Context: an optimization exercise on an open-source flow, tuned for small area, a short achievable clock period and few clock cycles per item. The choices shown serve that exercise and are no tape-out recipe. RTL that was checked went through simulation tests only; none was proved equivalent to the original. The RTL of runs 1 to 5 and 7 was laid out without a check of its function.

==> design/flow/design.v <==
module DT(
	input			clk,
	input			reset,
	output	reg		done,
	output	reg		sti_rd,
	output		[9:0]	sti_addr,
	input		[15:0]	sti_di,
	output	reg		res_wr,
	output	reg		res_rd,
	output	reg	[13:0]	res_addr,
	output		[7:0]	res_do,
	input		[7:0]	res_di,
	output	reg		fw_finish
	);
function lt6;
	input [5:0] x, y;
	reg [5:0] gt, lt;
	integer i;
	begin
		lt6 = 1'b0;
		for (i = 0; i < 6; i = i + 1)
			lt6 = (~x[i] & y[i]) | (~(x[i] & ~y[i]) & lt6);
	end
endfunction
function [5:0] min6;
	input [5:0] x, y;
	min6 = lt6(x, y) ? x : y;
endfunction
function [3:0] lsb16;
	input [15:0] v;
	integer i;
	begin
		lsb16 = 4'd0;
		for (i = 15; i >= 0; i = i - 1)
			if (v[i]) lsb16 = i[3:0];
	end
endfunction
reg s_init, s_fdec, s_fra, s_frb, s_fw, s_fend;
reg s_bfind, s_bgo, s_bru, s_brv, s_bf, s_bl, s_bwn;
reg [5:0] do_r;		 
reg [5:0] a, b;		 
reg [9:0] wcnt;		 
reg [3:0] k;		 
reg xr;			 
reg fobj;		 
reg wv;			 
reg adj;		 
reg nc;			 
assign res_do = {2'b00, do_r};
assign sti_addr = wcnt ^ {10{fw_finish}};
wire [5:0] di = res_di[5:0];
wire [3:0] kn = k + (fw_finish ? 4'd1 : 4'd15);
wire xn = sti_di[kn];		 
wire [15:0] masked = sti_di & (16'hFFFF << k);
wire mz = (masked == 16'd0);
wire [3:0] f = lsb16(masked);
wire wend = (wcnt == 10'd1015);
wire flast = (res_addr == 14'd16382);
wire [5:0] min_adi = lt6(a, di) ? a : di;
wire [5:0] min_adi_p1 = min_adi + 6'd1;
wire [5:0] fm1 = do_r - 6'd1;
wire bwrite = lt6(a, fm1) || lt6(di, fm1);
wire fwr = (s_fdec & !fobj) | s_fw;		 
wire badv = (s_bgo & !adj) | (s_bl & !bwrite & !nc) | (s_bwn & !nc);	 
wire bnext = (s_bl & !bwrite & nc) | (s_bwn & nc);	 
wire [6:0] rsrc = s_bgo ? ~wcnt[9:3] : res_addr[13:7];
wire [6:0] csrc = s_bgo ? ~{wcnt[2:0], k} : res_addr[6:0];
wire r_up = (s_fdec & fobj) | s_brv | s_bl;
wire r_dn = s_fw | s_bf | (s_bgo & adj & !wv) | (s_fdec & !fobj & (res_addr[6:0] == 7'd127));
wire c_m1 = s_fw | s_bf | s_bru | s_bwn;
wire c_p1 = (s_fdec & !fobj) | s_fra | s_frb | (s_bgo & adj & !wv);
wire c_p2 = s_fdec & fobj & wv;
wire [6:0] rnext = rsrc + (r_up ? 7'h7f : {6'd0, r_dn});
wire [6:0] cnext = csrc + (c_m1 ? 7'h7f : {5'd0, c_p2, c_p1});
always @(posedge clk or negedge reset) begin
	if (!reset) begin
		s_init <= 1'b1;
		s_fdec <= 1'b0;
		s_fra <= 1'b0;
		s_frb <= 1'b0;
		s_fw <= 1'b0;
		s_fend <= 1'b0;
		s_bfind <= 1'b0;
		s_bgo <= 1'b0;
		s_bru <= 1'b0;
		s_brv <= 1'b0;
		s_bf <= 1'b0;
		s_bl <= 1'b0;
		s_bwn <= 1'b0;
		done <= 1'b0;
		fw_finish <= 1'b0;
		sti_rd <= 1'b0;
		res_wr <= 1'b0;
		res_rd <= 1'b0;
		res_addr <= 14'd16383;
		wcnt <= 10'd0;
		k <= 4'd15;
		xr <= 1'b0;
		fobj <= 1'b0;
		wv <= 1'b0;
	end else begin
		s_init <= 1'b0;
		s_fdec <= s_init | s_fw | (s_fdec & !fobj & !flast);
		s_fra <= s_fdec & fobj & !wv;
		s_frb <= s_fra;
		s_fw <= (s_fdec & fobj & wv) | s_frb;
		s_fend <= s_fdec & !fobj & flast;
		s_bfind <= s_fend | (s_bfind & mz & !wend) | badv;
		s_bgo <= s_bfind & !mz;
		s_bru <= s_bgo & adj & !wv;
		s_brv <= s_bru;
		s_bf <= (s_bgo & adj & wv) | s_brv | bnext;
		s_bl <= s_bf;
		s_bwn <= s_bl & bwrite;
		done <= done | (s_bfind & mz & wend);
		if (s_fend) fw_finish <= 1'b1;
		res_rd <= (s_fdec & fobj) | s_fra | s_frb | (s_bgo & adj) | s_bru | s_brv | s_bf | bnext;
		res_wr <= fwr | (s_bgo & !adj) | (s_bl & bwrite);
		res_addr <= (s_bl & bwrite) ? ~{wcnt, k} : {rnext, cnext};
		sti_rd <= s_init | (fwr & (k == 4'd1)) | s_fend | (s_bfind & mz & !wend) | (badv & (k == 4'd15));
		if (s_fend)
			wcnt <= 10'd8;
		else if ((fwr & (k == 4'd1)) | (s_bfind & mz & !wend) | (badv & (k == 4'd15)))
			wcnt <= wcnt + 10'd1;
		if (s_fend | (s_bfind & mz))
			k <= 4'd0;
		else if (s_bfind)
			k <= f;
		else if (fwr | (s_bgo & !adj) | (s_bl & !bwrite) | s_bwn)
			k <= kn;
		if (fwr) xr <= xn;
		if (s_fdec & !fobj) fobj <= xn & xr;
		else if (s_fw) fobj <= xn;
		if ((s_fdec & !fobj) | s_fend | (s_bgo & !adj)) wv <= 1'b0;
		else if (s_fw | s_bl) wv <= 1'b1;
	end
end
always @(posedge clk) begin
	if (s_fend | (s_bfind & mz)) adj <= 1'b0;
	else if (s_bfind) adj <= adj & (f == k);
	else if (s_bgo) adj <= 1'b1;
	if (s_bf) nc <= xn & (k != 4'd15);
	if (s_init) do_r <= 6'd0;
	else if (s_fdec & !fobj) do_r <= {5'd0, xr};
	else if (s_fw) do_r <= min_adi_p1;
	else if (s_bgo & !adj) do_r <= 6'd1;
	else if (s_bf) do_r <= di;
	else if (s_bl & bwrite) do_r <= min_adi_p1;
	if (s_fdec & fobj) a <= wv ? min6(a, do_r) : do_r;
	else if (s_fra | s_frb | s_brv) a <= min_adi;
	else if (s_fw | s_bl) a <= min6(b, di);
	else if (s_bru) a <= di;
	else if (s_bf) a <= min6(a, do_r);
	if (s_frb | s_fw | s_brv | s_bl) b <= di;
end
endmodule
==> design/flow/flow/run.sh <==
#!/bin/bash
# Standard layout, with plain buffers (instead of delay cells) on the ports.
set -o pipefail
bash standard.sh "BUFFER_PORTS_ARGS=-buffer_cell sky130_fd_sc_hd__buf_1" finish > flow.log 2>&1
==> design/flow/standard.sh <==
#!/bin/bash
# synth_recipe.tcl (not shown) runs the flow's synth.tcl, then flattens the netlist and writes it again
# the make line also repeats each setting of config.mk as NAME=value (left out here)
make -C /OpenROAD-flow-scripts/flow DESIGN_CONFIG=/design/flow/config.mk WORK_HOME=/design/flow/orfs CLKGATE_MAP_FILE= SYNTH_SCRIPT=/design/flow/synth_recipe.tcl "${@:-finish}"
==> design/flow/config.mk <==
export PLATFORM = sky130hd
export DESIGN_NAME = DT
export DESIGN_NICKNAME = DT
export VERILOG_FILES = /design/flow/design.v
export SDC_FILE = /design/flow/constraint.sdc
export NUM_CORES = 4
export LEC_CHECK = 0
export ABC_AREA = 1
export CAP_MARGIN = 20
export CORE_MARGIN = 2
export CORE_UTILIZATION = 55
export PLACE_DENSITY = 0.7
export SETUP_SLACK_MARGIN = 2.3
export SLEW_MARGIN = 20
==> design/flow/constraint.sdc <==
create_clock -name core_clock -period 5.0 [get_ports {clk}]
set_input_delay 1.0000 -clock core_clock [delete_from_list [all_inputs] [get_ports {clk}]]
set_output_delay 1.0000 -clock core_clock [all_outputs]
set_load 0.01 [all_outputs]
==> impl_results.md, run 1 <==
* Total Routing Usage GR at 30.6%
* Kind of critical path: flop to flop
* Final hold viol count at 0
* Post-layout min period at 2650 ps
* Die area at 10600 um2
* Worst path arrival time at 2890 ps
* Global-route wire length before repair at 24900 um
* Crit path buffers/inverters at 1
* Top FF cell, synth: dfrtp_1
* Initial core utilization at 56.0%
* Crit path capture type: flop
* Clock root buffer: clkbuf_8
* GP Congestion at 0.946
* Grt ovf at 0
* Initial drt markers at 288
* Synthesized area at 5400 um2
* Fmax at 377 MHz
* Yosys cell types at 52
* Synthesized flop and latch total at 69
* # IOs at 63
* Cts bufs inserted at 9
* CP cell instances: nor2_1 -> inv_1 -> nor2_1 -> nand3_1 -> nand4_1 -> nand2_1 -> nand2_1
* Asr flop ratio synth at 71.0%
* Post-synthesis xor/xnor area fraction at 5.52%
* Num rows at 36
* Post-Synthesis Cells at 775
* Routed wire length at 16000 um
* Core area at 9640 um2
* CP Launch Type: flop
* Cell type with the highest aggregate area in the netlist: nand2_1
* TritonRoute pass-1 iters at 5
* Hold path depth at 1
* Vias in the first global route at 5076
* Clk_skew at 7.80 ps
* Adder-cell share of the synthesized area at 5.45%
* DRT antenna net count at 0
* CTS tree: built
* Buffers on Ports at 58
* Slowest CP cell: nor2_1
* Total stage count of the critical path at 7
* Clk buf depth at 2
* Initial antenna violation count at 0
* Max transition margin at 46.8%
* Fin util at 64.4%
* Synth warn at 1
* Fin crit share at 53.0%
* Largest family of logic cells by synthesized area: simple AND/OR/NAND/NOR gates
* Post-synth EDFFs at 13
* Multiplexer area fraction after synthesis at 0%
* DRC Markers at 0
* Tightest Pin Transition at 794 ps
* Yosys top cell area share at 14.5%
* Fraction of layout cells with a size suffix above 1 at 14.3%
* Status: complete, no violations
* Ant diodes at 0
* Sequential area share after synthesis at 33.0%
* Synth top area cells: nand2_1 14%, dfrtp_1 14%, dfstp_2 9.2%, edfxtp_1 7.2%, nand3_1 7.0%
* Vias per inst at 5.69
* Compound-gate portion of the synthesized area at 14.0%
* Fillers at 953
* Min-Delay Path Class: flop to flop
* Crit path max fanout at 10
* Avg WL per Cell at 16.5 um
* Clock tree sinks at 69
* Die height at 103 um
* Clock slew seen by the registers of the worst setup and hold paths at 80 ps
* Largest net degree at the start of global routing at 50
* Layout Nets at 880
* Worst skew pair latency at 360 ps
* Critical Path RT at 5240 ps
* # setup viols final at 0
* Final setup TNS at 0 ps
* H-tree depth at 3
* DP HPWL at 11600 um
* Layout area overhead at 15.0%
* DR vias at 5530
* Critical path's top delay family: simple AND/OR/NAND/NOR gates
* Simple-Gate Fraction of Synth Area at 33.3%
* Max-Cap Viols at 0
* Delay of the slowest cell on the worst path at 650 ps
* Slew Limit Fails at 0
* Worst R2R Path Depth at 7
* Mean area per synthesized cell at 6.97 um2
* Die Wd at 103 um
* RSZ-0062 raised after global routing: true
[Yosys cell counts, drive strengths merged (2+ instances only)]
master	instances
nor2	69
fa	3
o221ai	4
a31oi	4
or2	5
xor2	27
xnor2	7
nor4	5
a22oi	2
a211oi	2
o211ai	5
o21ai	76
o22ai	11
ha	17
nor3	8
maj3	2
o21bai	4
nand3	85
dfstp	19
nand2	213
dfxtp	7
nand4	15
a21oi	18
edfxtp	13
nand3b	2
clkbuf	10
dfrtp	30
inv	89
buf	14
[worst paths after layout]
| path | startpoint | to | slack (ps) |
|---|---|---|---|
| worst max-delay path | s_bl$_DFF_PN0_ | a[0]$_DFFE_PP_ | 2350 |
| worst min-delay path | done$_DFF_PN0_ | done$_DFF_PN0_ | 480 |
| worst max register to register | s_bl$_DFF_PN0_ | a[0]$_DFFE_PP_ | 2350 |
| worst min register to register | done$_DFF_PN0_ | done$_DFF_PN0_ | 480 |
| max in group asynchronous | reset | fw_finish$_DFFE_PN0P_ | 3790 |
| min in group asynchronous | reset | sti_rd$_DFF_PN0_ | 720 |
[state kept, by name (all words and copies together), names as in the netlist, 4 cells and up]
name	flops
res_addr	14
k	4
a	6
b	6
do_r	6
wcnt	10
[stage by stage]
| step | hold slack, ps | std cells | area, um2 | setup slack, ps |
|---|---|---|---|---|
| 2_1_floorplan | 352 | 777 | 5410 | 2300 |
| 3_3_place_gp | 412 | 947 | 5680 | 1700 |
| 3_5_place_dp | 402 | 947 | 5680 | 1650 |
| 4_1_cts | 428 | 965 | 5980 | 2310 |
| 5_1_grt | 502 | 972 | 6210 | 2260 |
| 6_report | 477 | 972 | 6210 | 2350 |
[logic make-up (layout without fill, tap and decap cells)]
group,after synthesis,after routing
and+or+nand+nor,404,406
buffers and inverters,114,174
DFF,69,69
adders and majority gates,22,22
xor gates and xnor gates,34,34
other,1,3
AOI/OAI and AO/OA,131,131
[area by class of cell]
cell class                      count  area (um2)  share of cell area (%)
Inverter                           90         340                    5.48
Sequential cell                    69        1800                    29.0
Tap cell                          133         166                    2.68
Clock buffer                       14         184                    2.96
Clock inverter                      2        36.3                   0.585
Multi-Input combinational cell    596        3350                    53.9
Timing Repair Buffer               68         335                    5.40
[placed cells by master, fill, tap and decap left out, drive strengths merged, types with 2 or more instances in the layout]
| cell type | count |
|---|---|
| a31oi | 4 |
| o211ai | 5 |
| dfrtp | 30 |
| conb | 3 |
| o21ai | 76 |
| a22oi | 2 |
| dfxtp | 7 |
| nand4 | 15 |
| inv | 90 |
| nor4 | 5 |
| xor2 | 27 |
| xnor2 | 7 |
| o21bai | 4 |
| edfxtp | 13 |
| fa | 3 |
| nor3 | 8 |
| o221ai | 4 |
| nand2 | 215 |
| or2 | 5 |
| a21oi | 18 |
| o22ai | 11 |
| nand3 | 85 |
| dfstp | 19 |
| a211oi | 2 |
| ha | 17 |
| nand3b | 2 |
| buf | 65 |
| clkbuf | 17 |
| nor2 | 69 |
| maj3 | 2 |
[repair_timing]
action                     CTS  global route
hold buffers                 0             0
setup buffers                2             4
pin swaps                    2             9
cloned                       0             3
hold endpoints to repair     0             0
setup endpoints to repair   28            29
resized for setup           21            42
[routing by layer]
layer / track usage, % / vias to the layer above / wire length, um
met3: 4.75 / 44 / 751
met2: 54.7 / 174 / 8240
met5: 0 / - / 0
li1: - / 2704 / -
met4: 13.3 / 0 / 589
met1: 36.3 / 2608 / 6470
==> run 2: changes to the inputs <==
--- a/design/flow/config.mk
+++ b/design/flow/config.mk
@@ -10,5 +10,5 @@
 export CORE_MARGIN = 2
 export CORE_UTILIZATION = 55
 export PLACE_DENSITY = 0.7
-export SETUP_SLACK_MARGIN = 2.3
+export SETUP_SLACK_MARGIN = 2.6
 export SLEW_MARGIN = 20
==> run 2 against run 1 <==
Effect of this change:
- still clean
- global-route usage rose by 2.1 points
- register-to-register slack improved by 140 ps
- hold slack gained 36 ps
- critical path depth rose by 10
- wire length up 9.8%
- via count rose by 7.3%
- final cell count is 4.3% higher
- final area increased by 13%
- fmax increased by 5.3%
- flip-flop and latch count unchanged
- critical path type is now input pin to flop
- highest routed layer unchanged
==> impl_results.md, run 2 <==
* Tightest Pin Transition at 724 ps (-70.3 ps)
* Pre-CTS WS at 1480 ps (-160 ps)
* Worst skew pair latency at 360 ps (about the same)
* Critical Path RT at 5260 ps (+20 ps)
* Grt ovf at 0 (unchanged)
* Post-synthesis xor/xnor area fraction at 5.52% (unchanged)
* Worst path arrival time at 2780 ps (-110 ps)
* Final setup TNS at 0 ps (unchanged)
* Fin crit share at 50.4% (-2.7 points)
* Placed cell areas at 5720 um2 (+0.75%)
* Adder-cell share of the synthesized area at 5.45% (unchanged)
* Min-Delay Path Class: flop to flop
* Synthesized flop and latch total at 69 (unchanged)
* Routed wire length at 17600 um (+9.8%)
* Global-route wire length before repair at 26600 um (+7.2%)
* RSZ-0062 raised after global routing: true
* Max-Cap Viols at 0 (unchanged)
* Die Wd at 103 um (unchanged)
* Total Routing Usage GR at 32.7% (+2.1 points)
* Clock tree sinks at 69 (unchanged)
* Post-layout min period at 2520 ps (-134 ps)
* Avg WL per Cell at 17.4 um (+5.3%)
* Vias per inst at 5.85 (+2.8%)
* Clk buf depth at 2 (unchanged)
* Fin util at 72.5% (+8.2 points)
* Status: complete, no violations
* Buffers on Ports at 58 (unchanged)
* # setup viols final at 0 (unchanged)
* DRC Markers at 0 (unchanged)
* H-tree depth at 3 (unchanged)
* Post-Synthesis Cells at 775 (unchanged)
* DRT antenna net count at 0 (unchanged)
* Clock root buffer: clkbuf_8
* Core area at 9640 um2 (unchanged)
* Synth warn at 1 (unchanged)
* Yosys cell types at 52 (unchanged)
* Crit path capture type: flop
* Dpl cells at 946 (-0.11%)
* DR vias at 5933 (+7.3%)
* Multiplexer area fraction after synthesis at 0% (unchanged)
* Initial antenna violation count at 0 (unchanged)
* Vias in the first global route at 5392 (+6.2%)
* Layout Nets at 922 (+4.8%)
* Initial drt markers at 337 (+17%)
* Largest regs: res_addr: 14 flops, wcnt: 10 flops
* GP Congestion at 0.919 (-2.8%)
* CTS tree: built
* Sequential area share after synthesis at 33.0% (unchanged)
* Synth top area cells: nand2_1 14%, dfrtp_1 14%, dfstp_2 9.2%, edfxtp_1 7.2%, nand3_1 7.0%
* Synthesized area at 5400 um2 (unchanged)
* Cts bufs inserted at 9 (unchanged)
* Hold path depth at 0 (-1)
* CP Launch Type: input pin
* Clk_skew at 10.1 ps (+2.34 ps)
* Max reg flops at 14 (unchanged)
* Ant diodes at 0 (unchanged)
* Cell type with the highest aggregate area in the netlist: nand2_1
* Post-synth EDFFs at 13 (unchanged)
* Kind of critical path: input pin to flop
* Die area at 10600 um2 (unchanged)
* Compound-gate portion of the synthesized area at 14.0% (unchanged)
* Die height at 103 um (unchanged)
* Clock slew seen by the registers of the worst setup and hold paths at 80 ps (about the same)
* Slew Limit Fails at 0 (unchanged)
* DP HPWL at 11700 um (+1.3%)
* Max transition margin at 51.5% (+4.7 points)
* Fmax at 397 MHz (+5.3%)
* Fraction of layout cells with a size suffix above 1 at 27.6% (+13 points)
* Min Hold Slack at 512 ps (+35.8 ps)
* Synth top cells by count: 208 x nand2_1, 79 x inv_1, 75 x nand3_1
* Worst R2R Path Depth at 19 (+12)
* Commonest non-fill, non-tap cell in the layout: nand2_1
* Simple-Gate Fraction of Synth Area at 33.3% (unchanged)
* Num rows at 36 (unchanged)
* Fillers at 807 (-15%)
* TritonRoute pass-1 iters at 5 (unchanged)
* Design area at 6990 um2 (+13%)
* Most numerous cell in the Yosys netlist: nand2_1
* Fin cells at 1014 (+4.3%)
* Largest net degree at the start of global routing at 50 (unchanged)
* Final hold viol count at 0 (unchanged)
* Top FF cell, synth: dfrtp_1
* Mean area per synthesized cell at 6.97 um2 (unchanged)
* Setup slack after layout at 2480 ps (+134 ps)
* Layout area overhead at 29.5%
* Largest Register: res_addr
* Asr flop ratio synth at 71.0% (unchanged)
* Largest family of logic cells by synthesized area: simple AND/OR/NAND/NOR gates
* Commonest cells after routing, fill and taps aside: 176 x nand2_1, 66 x nand3_1, 64 x inv_1
* Initial core utilization at 56.0% (unchanged)
* Crit path max fanout at 9 (-1)
* # IOs at 63 (unchanged)
* Yosys top cell area share at 14.5% (unchanged)
-- run 2: changes by cell type in the layout (fill, tap and decap cells not counted), moves of 5 or more --
cell	delta
buf_4	+32
nand2_1	-28
nand2_2	+17
o21ai_0	-16
nand2_4	+10
inv_1	-9
o21ai_1	+9
nand3_1	-7
nand3_2	+7
o21ai_2	+7
buf_6	+5
o22ai_1	-5
o22ai_2	+5
-- run 2: final timing paths --
| kind | slack, ps | from | to |
|---|---|---|---|
| min in group asynchronous | 740 | reset | sti_rd$_DFF_PN0_ |
| max in group asynchronous | 3800 | reset | s_bf$_DFF_PN0_ |
| min | 510 | s_fra$_DFF_PN0_ | s_frb$_DFF_PN0_ |
| max | 2480 | res_di[0] | do_r[2]$_SDFFE_PP0P_ |
| min reg2reg | 510 | s_fra$_DFF_PN0_ | s_frb$_DFF_PN0_ |
| max reg2reg | 2490 | do_r[1]$_SDFFE_PP0P_ | do_r[2]$_SDFFE_PP0P_ |
-- run 2: layout make-up --
| cell class | instances | area, um2 | area share (%) |
|---|---|---|---|
| well taps | 133 | 166 | 2.38 |
| clock inverters | 5 | 57.6 | 0.823 |
| inverters | 90 | 368 | 5.26 |
| flip-flops and latches | 69 | 1800 | 25.7 |
| multi-input cells | 597 | 3730 | 53.3 |
| clock buffers | 11 | 153 | 2.18 |
| repair buffers | 109 | 719 | 10.3 |
-- run 2: critical path, stage by stage --
cell	delay, ps
buf_4	130
inv_2	80
nand3_2	70
o21ai_2	50
maj3_2	290
nand2_1	60
nand2_1	50
o21bai_2	170
nand3_4	120
buf_4	160
nand2_4	90
buf_12	130
nand2_8	80
nand2_4	80
nor2_1	60
nor2_1	90
nor2_1	40
-- run 2: what timing repair did --
action,CTS,global route
buffers inserted,21,26
cloned,3,2
pin swaps,21,56
gates resized for setup,72,117
setup endpoints to repair,59,44
hold buffers,0,0
-- run 2: cell families after synthesis --
| logic type | Yosys count |
|---|---|
| xor gates and xnor gates | 34 |
| and+or+nand+nor | 404 |
| adders and majority gates | 22 |
| other | 1 |
| AOI/OAI and AO/OA | 131 |
| DFF | 69 |
| buffers and inverters | 114 |
-- run 2: metal layers --
metal	routed length, um	global-route usage, %	up-vias
li1	-	-	2793
met1	6900	41.2	2784
met2	8770	54.5	289
met5	0	0	-
met4	748	16.9	0
met3	1200	4.88	67
==> run 3: changes to the inputs <==
--- a/design/flow/config.mk
+++ b/design/flow/config.mk
@@ -9,6 +9,7 @@
 export CAP_MARGIN = 20
 export CORE_MARGIN = 2
 export CORE_UTILIZATION = 55
+export CTS_BUF_LIST = sky130_fd_sc_hd__clkbuf_4
 export PLACE_DENSITY = 0.7
-export SETUP_SLACK_MARGIN = 2.6
+export SETUP_SLACK_MARGIN = 2.3
 export SLEW_MARGIN = 20
==> run 3 against run 2 <==
Effect of this change:
- still clean
- critical path depth decreased by 1
- clock-buffer cell count did not move
- sequential share of layout area is 3.5 points higher
- final area shrank 12%
- hold slack got worse by 27 ps
- die area did not move
- worst setup slack worse by 71 ps
- flip-flop and latch count did not move
- wire length fell by 10%
- non-clock buffer count down 34
- critical endpoint is now do_r[4]$_SDFFE_PP0P_
- highest routed layer unchanged
==> impl_results.md, run 3 <==
* Clock tree sinks at 69 (unchanged)
* R2r setup slk at 2420 ps (-70 ps)
* Delay of the slowest cell on the worst path at 210 ps (-80 ps)
* Fin crit share at 51.8% (+1.4 points)
* TritonRoute pass-1 iters at 5 (unchanged)
* Fin cells at 977 (-3.6%)
* Post-synth EDFFs at 13 (unchanged)
* Avg WL per Cell at 16.2 um (-7.0%)
* Fmax at 386 MHz (-2.8%)
* Global-route wire length before repair at 24800 um (-7.0%)
* Clk buf depth at 2 (unchanged)
* Initial drt markers at 267 (-21%)
* Min-Delay Path Class: flop to flop
* DR vias at 5546 (-6.5%)
* Crit path capture type: flop
* Yosys cell types at 52 (unchanged)
* Asr flop ratio synth at 71.0% (unchanged)
* # IOs at 63 (unchanged)
* Synth top cells by count: 208 x nand2_1, 79 x inv_1, 75 x nand3_1
* Worst path arrival time at 2910 ps (+130 ps)
* CTS tree: built
* Top FF cell, synth: dfrtp_1
* Initial antenna violation count at 0 (unchanged)
* Slowest CP cell: ha_1
* Pre-CTS WS at 1650 ps (+160 ps)
* Grt ovf at 0 (unchanged)
* Most used cell, CP: nand2_1
* Total Routing Usage GR at 30.4% (-2.3 points)
* Design area at 6150 um2 (-12%)
* Setup slack after layout at 2410 ps (-71.2 ps)
* DRT antenna net count at 0 (unchanged)
* Buffers on Ports at 58 (unchanged)
* Worst hold path endpoint: done$_DFF_PN0_
* Fraction of layout cells with a size suffix above 1 at 14.5% (-13 points)
* Hold path depth at 1 (+1)
* CP cell instances: buf_2 -> inv_2 -> nand2_1 -> nand3_1 -> a22oi_1 -> o21bai_1 -> nand3_1 -> nand2_4 -> nand2_1 -> o21ai_4 -> ha_1 -> nand3_1 -> nand2_1 -> nand2_1 -> o21ai_0 -> a21oi_1
* Die area at 10600 um2 (unchanged)
* # setup viols final at 0 (unchanged)
* H-tree depth at 3 (unchanged)
* Ant diodes at 0 (unchanged)
* Yosys top cell area share at 14.5% (unchanged)
* Sequential area share after synthesis at 33.0% (unchanged)
* Post-Synthesis Cells at 775 (unchanged)
* Clock slew seen by the registers of the worst setup and hold paths at 120 ps (+40 ps)
* Largest Register: res_addr
* Layout area overhead at 14.0%
* Tightest Pin Transition at 642 ps (-82.6 ps)
* Post-layout min period at 2590 ps (+71.2 ps)
* R2r startpoint: res_addr[6]$_DFF_PN1_
* Core area at 9640 um2 (unchanged)
* Most numerous cell in the Yosys netlist: nand2_1
* Synthesized flop and latch total at 69 (unchanged)
* GP Congestion at 0.946 (+2.9%)
* DP HPWL at 11600 um (-1.3%)
* Num rows at 36 (unchanged)
* RSZ-0062 raised after global routing: true
* Dpl cells at 947 (+0.11%)
* DRC Markers at 0 (unchanged)
* Die height at 103 um (unchanged)
* CTS Hold Bufs at 0 (unchanged)
* Commonest cells after routing, fill and taps aside: 204 x nand2_1, 74 x nand3_1, 74 x inv_1
* CP Launch Type: input pin
* Routed wire length at 15800 um (-10%)
* Synth warn at 1 (unchanged)
* Largest net degree at the start of global routing at 50 (unchanged)
* Crit path launch: res_di[1]
* Synth top area cells: nand2_1 14%, dfrtp_1 14%, dfstp_2 9.2%, edfxtp_1 7.2%, nand3_1 7.0%
* Cts bufs inserted at 9 (unchanged)
* Critical Path RT at 5320 ps (+60 ps)
* Cell type with the highest aggregate area in the netlist: nand2_1
* Vias per inst at 5.68 (-3.0%)
* Vias in the first global route at 5070 (-6.0%)
* Hold Path Origin: done$_DFF_PN0_
* Largest regs: res_addr: 14 flops, wcnt: 10 flops
* Max reg flops at 14 (unchanged)
* Commonest non-fill, non-tap cell in the layout: nand2_1
* Max-Cap Viols at 0 (unchanged)
* Clk_skew at 14.9 ps (+4.80 ps)
* Status: complete, no violations
* Crit path max fanout at 9 (unchanged)
* Worst r2r dst: res_addr[13]$_DFF_PN1_
* Layout Nets at 885 (-4.0%)
* Die Wd at 103 um (unchanged)
* Clock root buffer: clkbuf_4
* Max transition margin at 57.2% (+5.7 points)
* Final hold viol count at 0 (unchanged)
* Synthesized area at 5400 um2 (unchanged)
* Mean area per synthesized cell at 6.97 um2 (unchanged)
* Initial core utilization at 56.0% (unchanged)
* Worst R2R Path Depth at 12 (-7)
* Final setup TNS at 0 ps (unchanged)
* Kind of critical path: input pin to flop
* Worst skew pair latency at 430 ps (+70 ps)
* Slew Limit Fails at 0 (unchanged)
* Placed cell areas at 5680 um2 (-0.74%)
## run 3: cells by family (layout without fill, tap and decap cells)
logic type               Yosys count  in the layout  synth area share (%)
adder cells (fa/ha/maj)           22             22                  5.45
other                              1              3                0.0695
flip-flops                        69             69                  33.0
AO/OA/AOI/OAI                    131            131                  14.0
AND/OR/NAND/NOR                  404            404                  33.3
buffers and inverters            114            181                  8.78
XOR/XNOR                          34             34                  5.52
## run 3: metal layers
metal	wire (um)	vias to the layer above	track usage, %
met4	522	0	12.7
met5	0	-	0
met2	8020	177	54.6
met1	6450	2626	36.1
li1	-	2705	-
met3	806	38	4.81
## run 3: area by class of cell
cell class              instances  area (um2)
fillers                       967        3490
multi-input cells             594        3310
flip-flops and latches         69        1800
repair buffers                 75         383
inverters                      90         338
well taps                     133         166
clock buffers                  11        82.6
clock inverters                 5        73.8
## run 3: worst max path at each step
stage	endpoint	slack, ps	depth (start not counted)
floorplan	do_r[4]$_SDFFE_PP0P_	2300	12
global placement	do_r[4]$_SDFFE_PP0P_	1700	15
detailed placement	do_r[4]$_SDFFE_PP0P_	1650	15
CTS	res_addr[6]$_DFF_PN1_	2300	15
global route	do_r[2]$_SDFFE_PP0P_	2260	17
finish	do_r[4]$_SDFFE_PP0P_	2410	16
## run 3: through the flow
step / hold WS, ps / utilization [%]
2_1_floorplan: 352 / -
3_3_place_gp: 412 / 58.9
3_5_place_dp: 402 / 58.9
4_1_cts: 438 / 61.4
5_1_grt: 529 / 63.8
6_report: 485 / 63.8
## run 3: worst max-delay path, delay by kind of cell
kind / cells / cell delay, ps
AO/OA/AOI/OAI: 5 / 580
adder cells (fa/ha/maj): 1 / 210
buffers and inverters: 2 / 270
AND/OR/NAND/NOR: 8 / 840
## run 3: repair_timing
action	in CTS	in global routing
gates resized for setup	21	32
endpoints found under the setup margin	28	30
pin swaps	1	4
gates cloned	0	1
setup buffers	1	12
==> run 4: changes to the inputs <==
--- a/design/flow/config.mk
+++ b/design/flow/config.mk
@@ -9,7 +9,6 @@
 export CAP_MARGIN = 20
 export CORE_MARGIN = 2
 export CORE_UTILIZATION = 55
-export CTS_BUF_LIST = sky130_fd_sc_hd__clkbuf_4
 export PLACE_DENSITY = 0.7
-export SETUP_SLACK_MARGIN = 2.3
+export SETUP_SLACK_MARGIN = 2.15
 export SLEW_MARGIN = 20
==> run 4 against run 3 <==
Effect of this change:
- still clean
- global-route usage barely moved
- clock skew decreased by 7.1 ps
- final area down 2.3%
- critical path depth shrank 1
- worst setup slack got worse by 150 ps
- wire length down 2.7%
- largest cell class unchanged
==> impl_results.md, run 4 <==
* Post-Synthesis Cells at 775 (unchanged)
* Max transition margin at 49.6% (-7.6 points)
* DR vias at 5421 (-2.3%)
* Fraction of layout cells with a size suffix above 1 at 11.4% (-3.0 points)
* Met3 track utilization from global routing at 4.68% (-0.14 points)
* Grt ovf at 0 (unchanged)
* Critical Path RT at 5240 ps (-80 ps)
* Yosys top cell area share at 14.5% (unchanged)
* Largest Register: res_addr
* DRT antenna net count at 0 (unchanged)
* Clk_skew at 7.83 ps (-7.11 ps)
* Global-route wire length before repair at 24800 um (-0.11%)
* CP cell instances: buf_2 -> inv_2 -> nand2_1 -> nand3_1 -> a22oi_1 -> o21bai_1 -> nand3_1 -> nand2_4 -> o21ai_4 -> ha_1 -> nand3_1 -> nand2_1 -> nand2_1 -> o21ai_0 -> a21oi_1
* Initial antenna violation count at 0 (unchanged)
* Asr flop ratio synth at 71.0% (unchanged)
* Layout Nets at 872 (-1.5%)
* Yosys cell types at 52 (unchanged)
* DP HPWL at 11600 um (unchanged)
* Compound-gate portion of the synthesized area at 14.0% (unchanged)
* Synth top cells by count: 208 x nand2_1, 79 x inv_1, 75 x nand3_1
* Total Routing Usage GR at 30.5% (about the same)
* Clock tree sinks at 69 (unchanged)
* Met1 Resource Use GR at 36.0% (-0.086 points)
* Layout area overhead at 11.3%
* Clock root buffer: clkbuf_8
* Synth top area cells: nand2_1 14%, dfrtp_1 14%, dfstp_2 9.2%, edfxtp_1 7.2%, nand3_1 7.0%
* Worst skew pair latency at 360 ps (-70 ps)
* Routed wire length at 15400 um (-2.7%)
* CTS Hold Bufs at 0 (unchanged)
* Sequential area share after synthesis at 33.0% (unchanged)
* Die area at 10600 um2 (unchanged)
* Placed cell areas at 5680 um2 (unchanged)
* Crit path max fanout at 9 (unchanged)
* Post-synth EDFFs at 13 (unchanged)
* H-tree depth at 3 (unchanged)
* Cts bufs inserted at 9 (unchanged)
* Initial core utilization at 56.0% (unchanged)
* Initial drt markers at 255 (-4.5%)
* Largest family of logic cells by synthesized area: simple AND/OR/NAND/NOR gates
* Top FF cell, synth: dfrtp_1
* Core area at 9640 um2 (unchanged)
* Synthesized flop and latch total at 69 (unchanged)
* Max-Cap Viols at 0 (unchanged)
* Kind of critical path: input pin to flop
* Simple-Gate Fraction of Synth Area at 33.3% (unchanged)
* Design area at 6010 um2 (-2.3%)
* Top Usage Layer GRT: met2
* Commonest cells after routing, fill and taps aside: 207 x nand2_1, 76 x inv_1, 74 x nand3_1
* Buffers on Ports at 58 (unchanged)
* Slew Limit Fails at 0 (unchanged)
* DRC Markers at 0 (unchanged)
* Cell type with the highest aggregate area in the netlist: nand2_1
* Synthesized area at 5400 um2 (unchanged)
* Mean area per synthesized cell at 6.97 um2 (unchanged)
* Final setup TNS at 0 ps (unchanged)
* Vias in the first global route at 5069 (-0.020%)
* CP Launch Type: input pin
* Fmax at 365 MHz (-5.6%)
* Final hold viol count at 0 (unchanged)
* Adder-cell share of the synthesized area at 5.45% (unchanged)
* Clk buf depth at 2 (unchanged)
* Crit path capture type: flop
* GP Congestion at 0.946 (unchanged)
* TritonRoute pass-1 iters at 5 (unchanged)
* Met2 GRT Util at 54.8% (+0.25 points)
* Largest net degree at the start of global routing at 50 (unchanged)
* CTS tree: built
* Die height at 103 um (unchanged)
* Synth warn at 1 (unchanged)
* Post-layout min period at 2740 ps (+153 ps)
* Multiplexer area fraction after synthesis at 0% (unchanged)
* Fin crit share at 54.8% (+3.1 points)
* Fin util at 62.3% (-1.5 points)
* Tightest Pin Transition at 753 ps (+112 ps)
* Ant diodes at 0 (unchanged)
* Max reg flops at 14 (unchanged)
* RSZ-0062 raised after global routing: true
* Slowest CP cell: o21ai_4
* Avg WL per Cell at 15.9 um (-1.4%)
* Clock slew seen by the registers of the worst setup and hold paths at 80 ps (-40 ps)
* Worst path arrival time at 2980 ps (+70 ps)
* Status: complete, no violations
* Largest regs: res_addr: 14 flops, wcnt: 10 flops
* # IOs at 63 (unchanged)
* Most numerous cell in the Yosys netlist: nand2_1
* # setup viols final at 0 (unchanged)
* Die Wd at 103 um (unchanged)
* Min Hold Slack at 457 ps (-28.7 ps)
* Min-Delay Path Class: flop to flop
* Delay of the slowest cell on the worst path at 240 ps (+30 ps)
* Vias per inst at 5.62 (-0.94%)
* Num rows at 36 (unchanged)
* Post-synthesis xor/xnor area fraction at 5.52% (unchanged)
* Commonest non-fill, non-tap cell in the layout: nand2_1
==> run 4: changes by cell type in the layout (fill, tap and decap cells not counted), sizes merged <==
cell,before,now
clkbuf,15,18
bufinv,2,1
clkinv,3,1
buf,71,58
==> run 4: metrics by stage <==
step / std cells / worst slack, ps
after floorplan: 777 / 2300
after global placement: 947 / 1700
after detailed placement: 947 / 1650
after CTS: 963 / 2090
after global routing: 964 / 2100
final: 964 / 2260
==> run 4: layout make-up <==
type	count	area, um2
timing repair buffer	62	268
clock inverter	2	36.3
clock buffer	14	184
sequential	69	1790
fill	973	3630
inverter	90	338
tap	133	166
multi-input combinational	594	3230
==> run 4: logic make-up (layout without fill, tap and decap cells) <==
kind of cell	after synthesis	in the layout
adder cells (fa/ha/maj)	22	22
buffers and inverters	114	168
flip-flops	69	69
other	1	3
AND/OR/NAND/NOR	404	404
XOR/XNOR	34	34
AO/OA/AOI/OAI	131	131
==> run 4: layer usage <==
metal  part of all wire [%]  routed length, um  vias up
met3                    4.7                718       28
met2                     51               7900      158
met1                     41               6340     2554
met5                      0                  0        -
met4                    2.7                416        0
li1                       -                  -     2681
==> run 4: path summary, 6_finish.rpt <==
check	end	depth (start not counted)	from	slack, ps
max in group asynchronous	fw_finish$_DFFE_PN0P_	2	reset	3780
worst min-delay path	s_frb$_DFF_PN0_	0	s_fra$_DFF_PN0_	460
min in group asynchronous	sti_rd$_DFF_PN0_	2	reset	730
worst max register to register	res_addr[12]$_DFF_PN1_	16	fobj$_DFFE_PN0P_	2340
worst min register to register	s_frb$_DFF_PN0_	0	s_fra$_DFF_PN0_	460
worst max-delay path	do_r[4]$_SDFFE_PP0P_	15	res_di[1]	2260
==> run 4: timing repair <==
item,in CTS,in global routing
setup endpoints to repair,22,22
pin swaps,0,1
gates resized for setup,10,20
setup buffers,0,1
==> run 4: critical path, delay by kind of cell <==
kind,cells,cell delay [ps]
buffers and inverters,2,280
AND/OR/NAND/NOR,7,660
adder cells (fa/ha/maj),1,240
AO/OA/AOI/OAI,5,800
==> run 5: changes to the inputs <==
--- a/design/flow/config.mk
+++ b/design/flow/config.mk
@@ -8,7 +8,7 @@
 export ABC_AREA = 1
 export CAP_MARGIN = 20
 export CORE_MARGIN = 2
-export CORE_UTILIZATION = 55
-export PLACE_DENSITY = 0.7
-export SETUP_SLACK_MARGIN = 2.15
+export CORE_UTILIZATION = 65
+export PLACE_DENSITY = 0.8
+export SETUP_SLACK_MARGIN = 2.3
 export SLEW_MARGIN = 20
==> run 5 against run 4 <==
Effect of this change:
- final area increased by 2.0%
- via count increased by 5.3%
- first-iteration DRC count increased to 2.6 times the previous value
- register-to-register slack improved by 20 ps
- hold slack got worse by 15 ps
- global-route usage increased by 4.0 points
- non-clock buffer count increased by 11
- critical endpoint is now res_addr[13]$_DFF_PN1_
- critical path depth increased by 1
- clock-buffer cell count decreased by 4
- worst setup slack improved by 110 ps
==> impl_results.md, run 5 <==
* Core area at 8130 um2 (-16%)
* Worst path arrival time at 2920 ps (-60 ps)
* Worst r2r dst: res_addr[13]$_DFF_PN1_
* H-tree depth at 3 (unchanged)
* Layout area overhead at 13.5%
* Layout Nets at 883 (+1.3%)
* Commonest non-fill, non-tap cell in the layout: nand2_1
* Synth warn at 1 (unchanged)
* RSZ-0062 raised after global routing: true
* Final setup TNS at 0 ps (unchanged)
* Total Routing Usage GR at 34.4% (+4.0 points)
* Die height at 95.1 um (-7.7%)
* CTS tree: built
* Largest net degree at the start of global routing at 50 (unchanged)
* Die Wd at 95.1 um (-7.7%)
* Delay of the slowest cell on the worst path at 440 ps (+200 ps)
* Buffers on Ports at 58 (unchanged)
* DRC Markers at 0 (unchanged)
* Clock slew seen by the registers of the worst setup and hold paths at 80 ps (about the same)
* Sequential area share after synthesis at 33.0% (unchanged)
* CP cell instances: nand2_4 -> inv_1 -> nor3_4 -> inv_2 -> nor3_1 -> o31ai_1 -> ha_1 -> inv_1 -> fa_2 -> o21ai_0 -> nand2_1 -> nand2_1 -> a21oi_2 -> xor2_1 -> nand2_1 -> o21ai_0
* CTS Hold Bufs at 0 (unchanged)
* Kind of critical path: flop to flop
* # IOs at 63 (unchanged)
* Die area at 9050 um2 (-15%)
* Yosys cell types at 52 (unchanged)
* Worst skew pair latency at 350 ps (about the same)
* Synthesized flop and latch total at 69 (unchanged)
* Status: complete, no violations
* Fraction of layout cells with a size suffix above 1 at 14.7% (+3.3 points)
* Final hold viol count at 0 (unchanged)
* Critical Path RT at 5280 ps (+40 ps)
* Global-route wire length before repair at 24200 um (-2.4%)
* Crit path launch: s_fdec$_DFF_PN0_
* Avg WL per Cell at 16.6 um (+4.2%)
* Crit path capture type: flop
* Asr flop ratio synth at 71.0% (unchanged)
* Fmax at 379 MHz (+4.0%)
* Slowest CP cell: dfrtp_1
* DR vias at 5707 (+5.3%)
* # setup viols final at 0 (unchanged)
* Fin crit share at 52.7% (-2.1 points)
* Max-Cap Viols at 0 (unchanged)
* Clk_skew at 8.93 ps (+1.10 ps)
* Yosys top cell area share at 14.5% (unchanged)
* CP Launch Type: flop
* Synthesized area at 5400 um2 (unchanged)
* Cts bufs inserted at 9 (unchanged)
* Clock tree sinks at 69 (unchanged)
* Num rows at 33 (-8.3%)
* Most used cell, CP: nand2_1
* Mean area per synthesized cell at 6.97 um2 (unchanged)
* Top FF cell, synth: dfrtp_1
* Worst R2R Path Depth at 16 (unchanged)
* Commonest cells after routing, fill and taps aside: 203 x nand2_1, 74 x inv_1, 73 x nand3_1
* Cell type with the highest aggregate area in the netlist: nand2_1
* Fillers at 646 (-34%)
* Initial antenna violation count at 0 (unchanged)
* Clk buf depth at 2 (unchanged)
* Grt ovf at 0 (unchanged)
* Worst setup path end: res_addr[13]$_DFF_PN1_
* GP Congestion at 0.980 (+3.7%)
* Largest regs: res_addr: 14 flops, wcnt: 10 flops
* Hold path depth at 0 (unchanged)
* Post-synth EDFFs at 13 (unchanged)
* Post-layout min period at 2640 ps (-106 ps)
* Post-Synthesis Cells at 775 (unchanged)
* Slew Limit Fails at 0 (unchanged)
* Initial drt markers at 669 (+160%)
* Clock root buffer: clkbuf_8
* Tightest Pin Transition at 789 ps (+35.9 ps)
* TritonRoute pass-1 iters at 6 (+1)
* Vias in the first global route at 5191 (+2.4%)
* Synth top cells by count: 208 x nand2_1, 79 x inv_1, 75 x nand3_1
* Max reg flops at 14 (unchanged)
* Min-Delay Path Class: flop to flop
* Max transition margin at 47.2% (-2.4 points)
* Initial core utilization at 66.4% (+10 points)
* R2r startpoint: s_fdec$_DFF_PN0_
* DP HPWL at 11200 um (-3.4%)
* DRT antenna net count at 0 (unchanged)
* Ant diodes at 0 (unchanged)
* Routed wire length at 15700 um (+2.3%)
* Vias per inst at 6.03 (+7.2%)
* Crit path max fanout at 8 (-1)
* R2r setup slk at 2360 ps (+20 ps)
* Most numerous cell in the Yosys netlist: nand2_1
* Synth top area cells: nand2_1 14%, dfrtp_1 14%, dfstp_2 9.2%, edfxtp_1 7.2%, nand3_1 7.0%
* Largest Register: res_addr
==> run 5: cell type report <==
cell class,instances,area [um2],share of cell area (%)
clock buffers,10,128,2.08
clock inverters,6,37.5,0.612
inverters,90,340,5.55
multi-input cells,594,3330,54.4
flip-flops and latches,69,1790,29.3
well taps,105,131,2.14
repair buffers,73,368,6.00
==> run 5: cell families after synthesis <==
| group | after synthesis | share of synthesized area (%) |
|---|---|---|
| fa+ha+maj | 22 | 5.45 |
| other cells | 1 | 0.0695 |
| xor+xnor | 34 | 5.52 |
| compound gates | 131 | 14.0 |
| buf+inv | 114 | 8.78 |
| flops | 69 | 33.0 |
| simple gates | 404 | 33.3 |
==> run 5: worst min path at each step <==
stage / endpoint / slack, ps / startpoint
final: s_frb$_DFF_PN0_ / 440 / s_fra$_DFF_PN0_
after global routing: s_frb$_DFF_PN0_ / 450 / s_fra$_DFF_PN0_
after CTS: s_frb$_DFF_PN0_ / 410 / s_fra$_DFF_PN0_
after detailed placement: s_frb$_DFF_PN0_ / 400 / s_fra$_DFF_PN0_
after global placement: s_frb$_DFF_PN0_ / 400 / s_fra$_DFF_PN0_
after floorplan: s_brv$_DFF_PN0_ / 350 / s_bru$_DFF_PN0_
==> run 5: metal layers <==
metal	GRT usage, %	vias up	share of wire, %
met1	45.1	2619	40
met4	15.1	0	3.7
met5	0	-	0
met2	57.2	329	48
met3	4.43	61	8.5
li1	-	2698	-
==> run 5: critical path: cells and delay by family (launching register included) <==
kind                       cells  cell delay (ps)
buffers and inverters          3              260
and+or+nand+nor                6              770
AOI/OAI and AO/OA              4              500
DFF                            1              440
xor gates and xnor gates       1              170
adders and majority gates      2              420
==> run 5: per-stage QoR <==
stage	hold slack, ps	util (%)	std cells	worst slack (ps)	cell area [um2]
after floorplan	352	-	777	2300	5410
after global placement	398	69.4	919	1760	5640
after detailed placement	402	69.4	919	1660	5640
after CTS	407	72.3	935	2260	5880
after global routing	448	75.4	947	2180	6130
final	441	75.4	947	2360	6130
==> run 5: what timing repair did <==
action | 4_1_cts | 5_1_grt
cloned | 0 | 1
endpoints found under the setup margin | 27 | 31
buffers inserted | 0 | 11
pin swaps | 0 | 9
gates resized for setup | 20 | 38
==> run 6: changes to the inputs <==
--- a/design/flow/design.v
+++ b/design/flow/design.v
@@ -20,6 +20,39 @@
 		lt6 = 1'b0;
 		for (i = 0; i < 6; i = i + 1)
 			lt6 = (~x[i] & y[i]) | (~(x[i] & ~y[i]) & lt6);
+	end
+endfunction
+function [6:0] add7;
+	input [6:0] x, y;
+	reg [6:0] g, p, c;
+	reg t;
+	integer i, j, m;
+	begin
+		g = x & y;
+		p = x ^ y;
+		for (i = 0; i < 7; i = i + 1) begin
+			c[i] = 1'b0;
+			for (j = 0; j < i; j = j + 1) begin
+				t = g[j];
+				for (m = j + 1; m < i; m = m + 1)
+					t = t & p[m];
+				c[i] = c[i] | t;
+			end
+		end
+		add7 = p ^ c;
+	end
+endfunction
+function [9:0] inc10;
+	input [9:0] x;
+	reg t;
+	integer i, m;
+	begin
+		for (i = 0; i < 10; i = i + 1) begin
+			t = 1'b1;
+			for (m = 0; m < i; m = m + 1)
+				t = t & x[m];
+			inc10[i] = x[i] ^ t;
+		end
 	end
 endfunction
 function [5:0] min6;
@@ -70,8 +103,8 @@
 wire c_m1 = s_fw | s_bf | s_bru | s_bwn;
 wire c_p1 = (s_fdec & !fobj) | s_fra | s_frb | (s_bgo & adj & !wv);
 wire c_p2 = s_fdec & fobj & wv;
-wire [6:0] rnext = rsrc + (r_up ? 7'h7f : {6'd0, r_dn});
-wire [6:0] cnext = csrc + (c_m1 ? 7'h7f : {5'd0, c_p2, c_p1});
+wire [6:0] rnext = add7(rsrc, r_up ? 7'h7f : {6'd0, r_dn});
+wire [6:0] cnext = add7(csrc, c_m1 ? 7'h7f : {5'd0, c_p2, c_p1});
 always @(posedge clk or negedge reset) begin
 	if (!reset) begin
 		s_init <= 1'b1;
@@ -121,7 +154,7 @@
 		if (s_fend)
 			wcnt <= 10'd8;
 		else if ((fwr & (k == 4'd1)) | (s_bfind & mz & !wend) | (badv & (k == 4'd15)))
-			wcnt <= wcnt + 10'd1;
+			wcnt <= inc10(wcnt);
 		if (s_fend | (s_bfind & mz))
 			k <= 4'd0;
 		else if (s_bfind)
--- a/design/flow/config.mk
+++ b/design/flow/config.mk
@@ -8,7 +8,8 @@
 export ABC_AREA = 1
 export CAP_MARGIN = 20
 export CORE_MARGIN = 2
-export CORE_UTILIZATION = 65
-export PLACE_DENSITY = 0.8
+export CORE_UTILIZATION = 55
+export CTS_CLUSTER_SIZE = 30
+export PLACE_DENSITY = 0.7
 export SETUP_SLACK_MARGIN = 2.3
 export SLEW_MARGIN = 20
==> run 6 against run 5 <==
Effect of this change:
- flip-flop and latch count unchanged
- non-clock buffer count down 5
- synthesized area down 1.9%
- still clean
- wire length down 3.8%
- final area down 1.2%
- clock skew up 3.8 ps
- final cell count up 1.1%
- die area up 15%
- synthesized cell count down 2.1%
==> impl_results.md, run 6 <==
* R2r startpoint: s_bf$_DFF_PN0_
* CTS tree: built
* Cts bufs inserted at 9 (unchanged)
* DRC Markers at 0 (unchanged)
* Slowest CP cell: dfrtp_2
* Largest Register: res_addr
* FF/Latch Area at 1800 um2 (+0.21%)
* Clk_skew at 12.7 ps (+3.75 ps)
* DRT antenna net count at 0 (unchanged)
* DP HPWL at 11200 um (about the same)
* GP Congestion at 0.979 (-0.16%)
* Core area at 9280 um2 (+14%)
* Final setup TNS at 0 ps (unchanged)
* Status: complete, no violations
* Ant diodes at 0 (unchanged)
* Initial core utilization at 57.1% (-9.3 points)
* Synth warn at 1 (unchanged)
* Worst hold path endpoint: s_frb$_DFF_PN0_
* Fraction of layout cells with a size suffix above 1 at 12.4% (-2.3 points)
* Post-layout min period at 2580 ps (-54.1 ps)
* CP Launch Type: flop
* Grt ovf at 0 (unchanged)
* Initial drt markers at 294 (-56%)
* Hold path depth at 0 (unchanged)
* Synth top cells by count: 208 x nand2_1, 100 x inv_1, 72 x o21ai_0
* Layout Nets at 878 (-0.57%)
* Post-Synthesis Cells at 759 (-2.1%)
* Global-route wire length before repair at 24100 um (about the same)
* CTS Hold Bufs at 0 (unchanged)
* Vias per inst at 5.68 (-5.7%)
* Max reg flops at 14 (unchanged)
* # setup viols final at 0 (unchanged)
* Worst r2r dst: res_addr[6]$_DFF_PN1_
* Crit path buffers/inverters at 2 (-1)
* Mean area per synthesized cell at 6.98 um2 (+0.19%)
* DR vias at 5437 (-4.7%)
* Critical path's top delay family: simple AND/OR/NAND/NOR gates
* Avg WL per Cell at 15.8 um (-4.8%)
* Yosys cell types at 49 (-5.8%)
* Most numerous cell in the Yosys netlist: nand2_1
* Kind of critical path: flop to flop
* R2r setup slk at 2420 ps (+50 ps)
* Die height at 102 um (+7.4%)
* Die area at 10400 um2 (+15%)
* Synth top area cells: nand2_1 15%, dfrtp_1 14%, dfstp_2 9.4%, edfxtp_1 7.4%, inv_1 7.1%
* Clock tree sinks at 69 (unchanged)
* Synthesized flop and latch total at 69 (unchanged)
* Max-Cap Viols at 0 (unchanged)
* Critical Path RT at 5280 ps (about the same)
* Fmax at 387 MHz (+2.1%)
* Clk buf depth at 2 (unchanged)
* Placed cell areas at 5600 um2 (-0.73%)
* Buffers on Ports at 58 (unchanged)
* Final hold viol count at 0 (unchanged)
* Fin crit share at 51.6% (-1.1 points)
* TritonRoute pass-1 iters at 6 (unchanged)
* Routed wire length at 15100 um (-3.8%)
* RSZ-0062 raised after global routing: true
* Yosys top cell area share at 14.7% (+0.28 points)
* Crit path capture type: flop
* Min Hold Slack at 387 ps (-54.3 ps)
* Most used cell, CP: nand2_1
* Cell type with the highest aggregate area in the netlist: nand2_1
* Asr flop ratio synth at 71.0% (unchanged)
* Crit path max fanout at 7 (-1)
* Clock slew seen by the registers of the worst setup and hold paths at 90 ps (about the same)
* Worst R2R Path Depth at 18 (+2)
* Design area at 6050 um2 (-1.2%)
* Hold Path Origin: s_fra$_DFF_PN0_
* Total Routing Usage GR at 29.7% (-4.8 points)
* Multi-input gate area at 3180 um2 (-4.5%)
* Vias in the first global route at 5071 (-2.3%)
* Dpl cells at 931 (+1.3%)
* Sequential area share after synthesis at 33.6% (+0.63 points)
* Commonest cells after routing, fill and taps aside: 201 x nand2_1, 97 x inv_1, 68 x o21ai_0
* Die Wd at 102 um (+7.4%)
* Min-Delay Path Class: flop to flop
* Commonest non-fill, non-tap cell in the layout: nand2_1
* Fin util at 65.2% (-10 points)
* Num rows at 35 (+6.1%)
* Slew Limit Fails at 0 (unchanged)
* Initial antenna violation count at 0 (unchanged)
* Top FF cell, synth: dfrtp_1
* Delay of the slowest cell on the worst path at 470 ps (+30 ps)
* Post-synth EDFFs at 13 (unchanged)
* Largest net degree at the start of global routing at 50 (unchanged)
* # IOs at 63 (unchanged)
* Fillers at 879 (+36%)
* Clock root buffer: clkbuf_8
* Worst skew pair latency at 350 ps (about the same)
* H-tree depth at 3 (unchanged)
* Worst path arrival time at 2860 ps (-60 ps)
* Largest regs: res_addr: 14 flops, wcnt: 10 flops
* Synthesized area at 5300 um2 (-1.9%)
* Max transition margin at 58.6% (+11 points)
* Layout area overhead at 14.3%
* Fin cells at 957 (+1.1%)
* CP cell instances: nor2_2 -> inv_1 -> nor2_2 -> nand2_2 -> inv_1 -> nand2_1 -> ha_1 -> ha_1 -> o21ai_1 -> nand2_1 -> nand2_1 -> nand2_1 -> nand2_1 -> nand2_1 -> a21oi_2 -> xor2_1 -> nand2_1 -> o21ai_0
* Tightest Pin Transition at 619 ps (-171 ps)
## run 6: cell count changes in the layout (fill, tap and decap cells not counted), sizes merged, moves of 4 or more
cell and change:
nand3 -16, inv +15, nor2 -10, ha +9
buf -5, o211ai +5, nor3 -4, or2 +4
xnor2 -4
## run 6: layout make-up
| type | count | area share [%] |
|---|---|---|
| Clock buffer | 10 | 2.46 |
| Clock inverter | 6 | 1.12 |
| Inverter | 104 | 6.53 |
| Multi-Input combinational cell | 571 | 52.6 |
| Sequential cell | 69 | 29.7 |
| Tap cell | 129 | 2.67 |
| Timing Repair Buffer | 68 | 4.98 |
## run 6: routing by layer
| metal | routed length (um) | global-route usage (%) | vias up |
|---|---|---|---|
| met5 | 0 | 0 | - |
| met4 | 700 | 14.3 | 0 |
| met3 | 829 | 4.31 | 49 |
| met2 | 7520 | 51.6 | 215 |
| met1 | 6090 | 36.2 | 2546 |
| li1 | - | - | 2627 |
## run 6: worst max-delay path by stage
stage,start,to,slack [ps],cells past startpoint
after global placement,res_di[3],do_r[4]$_SDFFE_PP0P_,1770,16
after CTS,s_fdec$_DFF_PN0_,res_addr[13]$_DFF_PN1_,2310,16
final,s_bf$_DFF_PN0_,res_addr[6]$_DFF_PN1_,2420,18
after global routing,s_bf$_DFF_PN0_,res_addr[6]$_DFF_PN1_,2120,18
after floorplan,res_di[3],do_r[4]$_SDFFE_PP0P_,2340,15
after detailed placement,res_di[1],do_r[4]$_SDFFE_PP0P_,1760,18
## run 6: stage by stage
step / worst slack (ps)
floorplan: 2340
global placement: 1770
detailed placement: 1760
CTS: 2310
global route: 2120
finish: 2420
## run 6: worst reg2reg max path: stages, from the launching register on
cell and delay (ps):
dfrtp_2 470, nor2_2 130, inv_1 70, nor2_2 120
nand2_2 70, inv_1 70, nand2_1 100, ha_1 300
ha_1 180, o21ai_1 130, nand2_1 80, nand2_1 80
nand2_1 60, nand2_1 70, nand2_1 90, a21oi_2 150
xor2_1 160, nand2_1 70, o21ai_0 100
## run 6: repair_timing
item | CTS | global route
gates cloned | 0 | 2
hold endpoints to repair | 0 | 0
setup endpoints to repair | 19 | 41
buffers inserted | 3 | 5
pin swaps | 2 | 7
resized for setup | 14 | 37
## run 6: logic make-up after synthesis
group	share of synthesized area (%)
other	0.0708
adder cells (fa/ha/maj)	7.70
buffers and inverters	9.31
flip-flops	33.6
multiplexers	0.189
AND/OR/NAND/NOR	30.3
AO/OA/AOI/OAI	14.4
XOR/XNOR	4.46
Testbench counts of run 6, summed over its fixed seeds: cycles 1,042,110, images 32.
==> run 7: changes to the inputs <==
--- a/design/flow/design.v
+++ b/design/flow/design.v
@@ -92,7 +92,7 @@
 wire [5:0] min_adi = lt6(a, di) ? a : di;
 wire [5:0] min_adi_p1 = min_adi + 6'd1;
 wire [5:0] fm1 = do_r - 6'd1;
-wire bwrite = lt6(a, fm1) || lt6(di, fm1);
+wire bwrite = lt6(min_adi, fm1);
 wire fwr = (s_fdec & !fobj) | s_fw;		 
 wire badv = (s_bgo & !adj) | (s_bl & !bwrite & !nc) | (s_bwn & !nc);	 
 wire bnext = (s_bl & !bwrite & nc) | (s_bwn & nc);	 
--- a/design/flow/config.mk
+++ b/design/flow/config.mk
@@ -9,7 +9,6 @@
 export CAP_MARGIN = 20
 export CORE_MARGIN = 2
 export CORE_UTILIZATION = 55
-export CTS_CLUSTER_SIZE = 30
 export PLACE_DENSITY = 0.7
 export SETUP_SLACK_MARGIN = 2.3
 export SLEW_MARGIN = 20
==> run 7 against run 6 <==
Effect of this change:
- still clean
- flip-flop and latch count unchanged
- worst setup slack lost 180 ps
- fmax fell by 6.4%
- non-clock buffer count grew 32
- critical path type is now input pin to flop
- largest cell class unchanged
==> impl_results.md, run 7 <==
* Die Wd at 102 um (-0.34%)
* Hold path depth at 0 (unchanged)
* Clock root buffer: clkbuf_8
* Ant diodes at 0 (unchanged)
* H-tree depth at 3 (unchanged)
* DP HPWL at 10800 um (-3.2%)
* Yosys cell types at 46 (-6.1%)
* Slew Limit Fails at 0 (unchanged)
* CTS Hold Bufs at 0 (unchanged)
* CP cell instances: clkbuf_4 -> o22ai_1 -> inv_1 -> nand2_2 -> nand2_4 -> nand2_8 -> nand2_4 -> o21ai_4 -> nand2_1 -> nand2_1 -> inv_1 -> nand2_1 -> nand2_1 -> nand2_1 -> nand2_2 -> nand4_1 -> nand3_2 -> nand2_8 -> clkbuf_16 -> nand3_1
* Synthesized area at 5260 um2 (-0.71%)
* Synth top cells by count: 156 x nand2_1, 110 x inv_1, 80 x o21ai_0
* Worst R2R Path Depth at 21 (+3)
* Delay of the slowest cell on the worst path at 200 ps (-270 ps)
* Crit path max fanout at 8 (+1)
* Fmax at 363 MHz (-6.4%)
* Asr flop ratio synth at 71.0% (unchanged)
* Grt ovf at 0 (unchanged)
* Routed wire length at 15600 um (+3.0%)
* Post-Synthesis Cells at 740 (-2.5%)
* Max-Cap Viols at 0 (unchanged)
* CP Launch Type: input pin
* Initial drt markers at 336 (+14%)
* Critical Path RT at 5240 ps (-40 ps)
* Worst path arrival time at 3000 ps (+140 ps)
* # setup viols final at 0 (unchanged)
* Initial core utilization at 56.9% (-0.14 points)
* Num rows at 35 (unchanged)
* RSZ-0062 raised after global routing: true
* Yosys top cell area share at 14.3% (-0.47 points)
* Kind of critical path: input pin to flop
* Crit path capture type: flop
* Synth warn at 1 (unchanged)
* Layout Nets at 891 (+1.5%)
* Top FF cell, synth: dfrtp_1
* Post-layout min period at 2760 ps (+176 ps)
* Largest net degree at the start of global routing at 50 (unchanged)
* Sequential area share after synthesis at 33.8% (+0.24 points)
* Buffers on Ports at 58 (unchanged)
* TritonRoute pass-1 iters at 5 (-1)
* Tightest Pin Transition at 765 ps (+147 ps)
* Avg WL per Cell at 16.1 um (+1.6%)
* Worst skew pair latency at 360 ps (about the same)
* Initial antenna violation count at 0 (unchanged)
* Worst r2r dst: sti_rd$_DFF_PN0_
* Synthesized flop and latch total at 69 (unchanged)
* Max transition margin at 48.8% (-9.8 points)
* Fin crit share at 55.2% (+3.5 points)
* Vias in the first global route at 5045 (-0.51%)
* Min-Delay Path Class: flop to flop
* Die height at 102 um (-0.34%)
* Vias per inst at 5.54 (-2.4%)
* GP Congestion at 0.997 (+1.9%)
* # IOs at 63 (unchanged)
* Die area at 10400 um2 (-0.67%)
* Largest Register: res_addr
* Most used cell, CP: nand2_1
* Crit path buffers/inverters at 4 (+2)
* Fraction of layout cells with a size suffix above 1 at 21.4% (+9.0 points)
* Largest regs: res_addr: 14 flops, wcnt: 10 flops
* Status: complete, no violations
* R2r setup slk at 2370 ps (-50 ps)
* Critical path's top delay family: simple AND/OR/NAND/NOR gates
* Max reg flops at 14 (unchanged)
* R2r startpoint: a[1]$_DFFE_PP_
* Final setup TNS at 0 ps (unchanged)
* Worst hold path endpoint: s_frb$_DFF_PN0_
* Post-synth EDFFs at 13 (unchanged)
* Total Routing Usage GR at 30.6% (+0.96 points)
==> run 7: changes by cell type after synthesis, sizes merged, moves of 6 or more <==
cell | before | now
inv | 104 | 115
nand3 | 69 | 49
nand4 | 12 | 6
nor2 | 59 | 72
nand2 | 212 | 166
a21oi | 17 | 25
o21ai | 79 | 98
==> run 7: final cells by class <==
| class | count | area, um2 | area share [%] |
|---|---|---|---|
| sequential | 69 | 1790 | 27.3 |
| clock buffer | 10 | 149 | 2.27 |
| clock inverter | 6 | 67.6 | 1.03 |
| timing repair buffer | 100 | 657 | 10.0 |
| timing repair inverter | 1 | 5.00 | 0.0763 |
| inverter | 116 | 459 | 7.00 |
| tap | 129 | 161 | 2.46 |
| multi-input combinational | 539 | 3260 | 49.8 |
==> run 7: per-layer routing <==
layer	global-route usage, %	part of all wire, %	vias to the layer above
met2	53.2	50	158
met5	0	0	-
met3	4.83	4.3	44
met1	37.5	42	2549
met4	13.5	3.6	0
li1	-	-	2625
==> run 7: worst register-to-register path: stages (launching register included) <==
cell,delay (ps)
edfxtp_1,500
inv_2,160
nand2_1,60
o21ai_1,70
nand2_1,60
nand2_1,80
nand2_2,80
nand2_4,110
nand2_8,120
o21ai_4,190
nand2_1,70
nand2_1,50
inv_1,40
nand2_1,50
nand2_1,50
nand2_1,70
nand2_2,90
nand4_1,140
nand3_2,140
nand2_8,150
clkbuf_16,160
nand3_1,70
==> run 7: how the worst max path moves through the flow <==
stage	start	cells past startpoint	end	slack, ps
3_5_place_dp	res_di[0]	23	do_r[2]$_SDFFE_PP0P_	1340
3_3_place_gp	res_di[0]	24	do_r[0]$_SDFFE_PP0P_	1360
2_1_floorplan	res_di[1]	21	res_addr[2]$_DFF_PN1_	2380
4_1_cts	res_di[1]	24	wcnt[1]$_DFFE_PN0P_	2310
5_1_grt	res_di[4]	21	wcnt[3]$_DFFE_PN0P_	2140
6_report	res_di[4]	20	sti_rd$_DFF_PN0_	2240
==> run 7: repair_timing <==
| item | CTS | global route |
|---|---|---|
| cloned | 2 | 2 |
| setup buffers | 16 | 24 |
| endpoints found under the setup margin | 42 | 41 |
| pin swaps | 8 | 39 |
| resized for setup | 42 | 88 |
| hold endpoints to repair | 0 | 0 |
==> run 7: logic make-up (layout without fill, tap and decap cells) <==
family,Yosys count,after routing,synth area share [%]
xor gates and xnor gates,30,30,5.00
muxes,1,1,0.190
other,1,3,0.0713
DFF,69,69,33.8
buffers and inverters,136,233,10.6
adders and majority gates,29,29,7.33
AOI/OAI and AO/OA,164,164,17.9
and+or+nand+nor,310,312,25.1
==> run 7: metrics by stage <==
step           instance area, um2  util [%]  std cells  setup slack, ps
6_report                     6560      71.0        970             2240
5_1_grt                      6560      71.0        970             2140
4_1_cts                      6060      65.6        944             2310
3_5_place_dp                 5540      59.9        910             1340
3_3_place_gp                 5540      59.9        910             1360
2_1_floorplan                5270         -        742             2380

-- port drivers added, routing unchanged --
In the flow no input, the clock included, has a driving cell. The finished layouts below were timed again as built, in two steps.
Step 1, drivers: a clkbuf_16 drives clk and a buf_2 each remaining input, both assumed.
Step 2 also shifts input and output timing later by t, the mid clock arrival at the registers, as if the neighbouring blocks saw the same clock.
a / b / c = no drivers / after step 1 / after step 2; a / b = the first two.
run | shift t [ns] | slack for setup (ns) | slew at the worst register clock pin (ns) | worst slew at a driven data input, ns
run 1 | 0.391 | 2.349 / 2.349 / 2.055 | 0.08 / 0.08 | 0.03
run 2 | 0.392 | 2.482 / 2.489 / 2.097 | 0.08 / 0.08 | 0.06
run 3 | 0.456 | 2.411 / 2.423 / 1.967 | 0.12 / 0.12 | 0.03
run 4 | 0.387 | 2.258 / 2.270 / 1.884 | 0.08 / 0.08 | 0.03
run 5 | 0.379 | 2.364 / 2.364 / 2.043 | 0.08 / 0.08 | 0.03
run 6 | 0.380 | 2.418 / 2.418 / 2.098 | 0.09 / 0.09 | 0.03
run 7 | 0.394 | 2.242 / 2.244 / 1.851 | 0.09 / 0.09 | 0.07
After both steps every run listed still meets setup and hold. For run 3, which loses most, drivers alone change the setup slack by +0.012 ns; drivers and shift together by -0.444 ns.
